Context: an optimization exercise on an open-source flow, tuned for small area and a short achievable clock period. The choices shown serve that exercise and are no tape-out recipe. Function was checked by simulation only, so behaviour that the tests miss may differ from the original.

## flow/run.sh

```bash
#!/bin/bash
# synth_recipe.tcl (not shown) runs the flow's synth.tcl, then flattens the netlist and writes it again
# the make line also repeats each setting of config.mk as NAME=value (left out here)
make -C /OpenROAD-flow-scripts/flow DESIGN_CONFIG=/design/flow/config.mk WORK_HOME=/design/flow/orfs CLKGATE_MAP_FILE= SYNTH_SCRIPT=/design/flow/synth_recipe.tcl finish
```

## flow/constraint.sdc

```tcl
create_clock -name core_clock -period 18.0 [get_ports {clk}]
set_input_delay 3.6000 -clock core_clock [delete_from_list [all_inputs] [get_ports {clk}]]
set_output_delay 3.6000 -clock core_clock [all_outputs]
set_load 0.01 [all_outputs]
```

## flow/design.v

```verilog
module digital_front_end (
    input wire clk,
    input wire rst,
    input wire [15:0] adc_data_i,
    input wire [15:0] adc_data_q,
    input wire adc_valid,
    input wire [3:0] filter_config,   
    input wire dc_offset_en,          
    output reg [31:0] dfe_out,
    output reg dfe_valid
);
    wire [31:0] fir_coeffs [15:0];
    reg [31:0] buffer_i [15:0];
    reg [31:0] buffer_q [15:0];
    reg [15:0] dc_offset_i, dc_offset_q;
    reg [31:0] acc_i, acc_q;
    reg [7:0] avg_count;
    assign fir_coeffs[0]  = 32'h0001_0000;  
    assign fir_coeffs[1]  = 32'h0000_F012;
    assign fir_coeffs[2]  = 32'h0000_C9A5;
    assign fir_coeffs[3]  = 32'h0000_9237;
    assign fir_coeffs[4]  = 32'h0000_55E1;
    assign fir_coeffs[5]  = 32'h0000_1D4C;
    assign fir_coeffs[6]  = 32'hFFFF_F0B7;
    assign fir_coeffs[7]  = 32'hFFFF_DC39;
    assign fir_coeffs[8]  = 32'hFFFF_D6F2;
    assign fir_coeffs[9]  = 32'hFFFF_E04E;
    assign fir_coeffs[10] = 32'hFFFF_F2C3;
    assign fir_coeffs[11] = 32'h0000_045A;
    assign fir_coeffs[12] = 32'h0000_0E6D;
    assign fir_coeffs[13] = 32'h0000_0F19;
    assign fir_coeffs[14] = 32'h0000_0A8E;
    assign fir_coeffs[15] = 32'h0000_0391;
    reg [31:0] filtered_i, filtered_q;
    integer i;
    always @(posedge clk or posedge rst) begin
        if (rst) begin
            dfe_valid <= 0;
            dfe_out <= 0;
            dc_offset_i <= 0;
            dc_offset_q <= 0;
            avg_count <= 0;
            acc_i <= 0;
            acc_q <= 0;
            for (i = 0; i < 16; i = i + 1) begin
                buffer_i[i] <= 0;
                buffer_q[i] <= 0;
            end
        end else if (adc_valid) begin
            for (i = 15; i > 0; i = i - 1) begin
                buffer_i[i] <= buffer_i[i-1];
                buffer_q[i] <= buffer_q[i-1];
            end
            buffer_i[0] <= adc_data_i;
            buffer_q[0] <= adc_data_q;
            filtered_i = 0;
            filtered_q = 0;
            for (i = 0; i < 16; i = i + 1) begin
                filtered_i = filtered_i + (buffer_i[i] * fir_coeffs[i]);
                filtered_q = filtered_q + (buffer_q[i] * fir_coeffs[i]);
            end
            if (dc_offset_en) begin
                filtered_i = filtered_i - dc_offset_i;
                filtered_q = filtered_q - dc_offset_q;
                if (avg_count < 8'hFF) begin
                    acc_i <= acc_i + filtered_i;
                    acc_q <= acc_q + filtered_q;
                    avg_count <= avg_count + 1;
                end else begin
                    dc_offset_i <= acc_i >> 8;
                    dc_offset_q <= acc_q >> 8;
                    acc_i <= 0;
                    acc_q <= 0;
                    avg_count <= 0;
                end
            end
            dfe_valid <= 1;
            dfe_out <= {filtered_i[31:16], filtered_q[31:16]};
        end
    end
endmodule
```

## flow/config.mk

```make
export PLATFORM = sky130hd
export DESIGN_NAME = digital_front_end
export DESIGN_NICKNAME = digital_front_end
export VERILOG_FILES = /design/flow/design.v
export SDC_FILE = /design/flow/constraint.sdc
export NUM_CORES = 4
export LEC_CHECK = 0
export CAP_MARGIN = 20
export CORE_MARGIN = 2
export CORE_UTILIZATION = 40
export SLEW_MARGIN = 20
```

==> summary.txt <==
synth unique cells=88; Post-Route Utilization=0.430; RSZ-0062 raised after global routing=no; delay-heaviest family, CP=adder cells; number of synthesized flops with an enable pin=0; latest clock arrival within the worst-skew pair=890 ps; per-cell routed wire length=21.6 um; crit path DAT=17,770 ps; Final Cycle Share=0.943; CP required=18,790 ps; Hold Vio Cnt, Final=0; class of the worst hold path=flip-flop to flip-flop; Via-to-Cell Ratio=4.93; Post-CTS Hold Fix Bufs=0; detailed-route via count=100,000; WP buf/inv=9; Cell Area, Synth=0.155 mm^2; Crit. End Element=flip-flop; post-synth top area cell=fa_1; final setup TNS=0 ps; fmax=58.9 MHz; gr ovfl total=0; post-synthesis instance total=14,900; Slew HR=0.276; DP Wirelength=391,000 um; Worst Setup Start Kind=flip-flop; PortBufs=68; Max clock buf depth=4; die outline area=0.393 mm^2; CTS tree=done; share of layout cells above drive strength 1=0.0360; crit-path max cell delay=820 ps; drt total wl=439,000 um; worst reg2reg path depth=53; Rows=228; status=finished clean; CTS clk-pin slew, worst paths=70 ps; largest net degree at the start of global routing=157; fillers=37,500; setup bufs post-CTS=0; max cap viols=0; Final GP Congestion=0.961; Pre-antenna DRT Iters=6; Nets=21,200; Final Critical Period=16,980 ps; Synth top area share=0.396; io pins=73; syn_nets=21,100; final setup vio count=0; asr flop ratio synth=1.00; Die H=627 um; vias in the first global route=107,000; Die Span X=627 um; Seq/Total Area, Yosys=0.102; CORE AREA=0.386 mm^2; Area growth syn-to-layout=6.85%; syn_area_per_cell=10.4 um^2; # H-tree levels=3; most used cell, CP=fa_1; post-CTS sizing=0; crit path kind=flip-flop to flip-flop; largest cells by area after synthesis=fa_1, ha_1, inv_1; CTS root buf=clkbuf_16; gr usage total=0.231; first-pass GRT wire length=673,000 um; slowest stage cell, crit path=fa_1; prevailing post-synth register cell=dfrtp_1; clock skew=100 ps; critical path fanouts, max=6; Worst path depth=53; Routed Antenna Nets=0; Final Max Tran Viols=0; Initial Utilization=0.402; DRT iter0 DRCs=6,282; initial antenna violation count=35; Worst-Margin Slew=1080 ps; clock sinks=633; Syn. warnings=3; Hold Crit Depth=2; DRC viols=0; Seq cells post-synth=633; CTS Buf Count=101
[cell type report]
| cell class | count | area [um^2] | share of cell area |
|---|---|---|---|
| diodes | 15 | 37.5 | 0.000226 |
| clock buffers | 131 | 2760 | 0.0166 |
| clock inverters | 53 | 624 | 0.00376 |
| inverters | 4478 | 16800 | 0.101 |
| multi-input cells | 9675 | 122000 | 0.736 |
| flip-flops and latches | 633 | 15800 | 0.0954 |
| well taps | 5175 | 6470 | 0.0390 |
| repair buffers | 130 | 1210 | 0.00728 |
[worst min-delay path: stages, from the launching register on]
cell and delay [ps]:
dfrtp_1 370, nand2_1 70, o21ai_0 70
[stage by stage]
step                worst slack (ps)  cells  area, um^2  hold WS (ps)
floorplan                       3370  14900      155000           438
global placement                1230  20100      163000           456
detailed placement              1220  20100      163000           458
CTS                             1210  20300      166000           462
global route                     153  20300      166000           484
finish                          1020  20300      166000           467
[flip-flops by register name, summed over array words and instances, names as in the netlist]
register / flops
buffer_i: 256
buffer_q: 256
dfe_out: 32
acc_i: 24
acc_q: 24
dc_offset_i: 16
dc_offset_q: 16
avg_count: 8
dfe_valid: 1
[cells by family after synthesis]
logic type,Yosys count,share of synthesized area
xor gates and xnor gates,553,0.0316
buffers and inverters,4598,0.111
AOI/OAI and AO/OA,1403,0.0548
and+or+nand+nor,1335,0.0399
DFF,633,0.102
adders and majority gates,6123,0.642
muxes,261,0.0189
[path summary, 6_finish.rpt]
check                           startpoint               to  slack, ps
max                         buffer_i[8][1]      dfe_out[31]       1020
max in group asynchronous              rst  buffer_q[4][13]      12150
min in group asynchronous              rst  buffer_i[12][6]       3300
max reg2reg                 buffer_i[8][1]      dfe_out[31]       1020
min reg2reg                buffer_q[0][14]  buffer_q[1][14]        470
min                        buffer_q[0][14]  buffer_q[1][14]        470
[cells in the mapped netlist (all sizes together), types with 9 or more instances]
library cell	instances
a31o	11
or2	34
nor2	277
and2	19
nand2b	57
fa	3071
a211oi	36
o21a	68
mux2	254
nand2	549
nand3	88
nor2b	62
a31oi	32
nor3b	12
xor2	183
xnor2	365
o41ai	10
o21bai	67
nand3b	13
ha	3052
a21o	110
a21oi	347
inv	4478
nor4	9
o31ai	22
or3	36
clkbuf	106
buf	14
nor3	91
o21ai	530
o31a	13
dfrtp	633
a21boi	38
nand4	21
a2111oi	9
o211ai	19
and3	43
a211o	10
[per-layer routing]
layer | up-vias | GRT usage | part of all wire
met5 | - | 0 | 0.00016
met4 | 12 | 0.0649 | 0.033
met3 | 450 | 0.0371 | 0.059
met2 | 2078 | 0.368 | 0.45
met1 | 51300 | 0.326 | 0.45
li1 | 46100 | - | -
[cell usage in the layout, fill, tap and decap left out, types with 32 or more instances in the layout]
master	n
a211oi_1	36
a21boi_0	36
a21o_1	110
a21oi_1	346
a31oi_1	32
and3_1	42
buf_4	58
clkbuf_16	101
clkdlybuf4s50_1	67
dfrtp_1	633
fa_1	3071
ha_1	3052
inv_1	4477
mux2_2	253
nand2_1	549
nand2b_1	57
nand3_1	87
nor2_1	277
nor2b_1	61
nor3_1	91
o21a_1	67
o21ai_0	527
o21bai_1	67
or2_2	33
or3_1	36
xnor2_1	365
xor2_1	183

what the ideal ports hide:
The results above use ideal ports. As a check the final layout listed here was re-extracted and re-timed, cells and wires unchanged.
Step 1, drivers: a clkbuf_16 drives clk and a buf_2 each remaining input, both assumed.
Step 2 adds t to the input delays and takes it off the output delays; t is the mean of the earliest and latest rising clock arrival at the registers after step 1. Input paths then give back, and output paths get back, about the clock's delay inside the block.
Three values: ideal, step 1, step 2; two values: the first two.
shift t [ns]: 0.953
slack for setup (ns): 1.023 / 1.023 / 1.023
clock arrival spread, ns: 0.116 / 0.116
After both steps this run still meets setup and hold. The setup slack of this run moves by 0.000 ns with the drivers and by 0.000 ns with both steps.
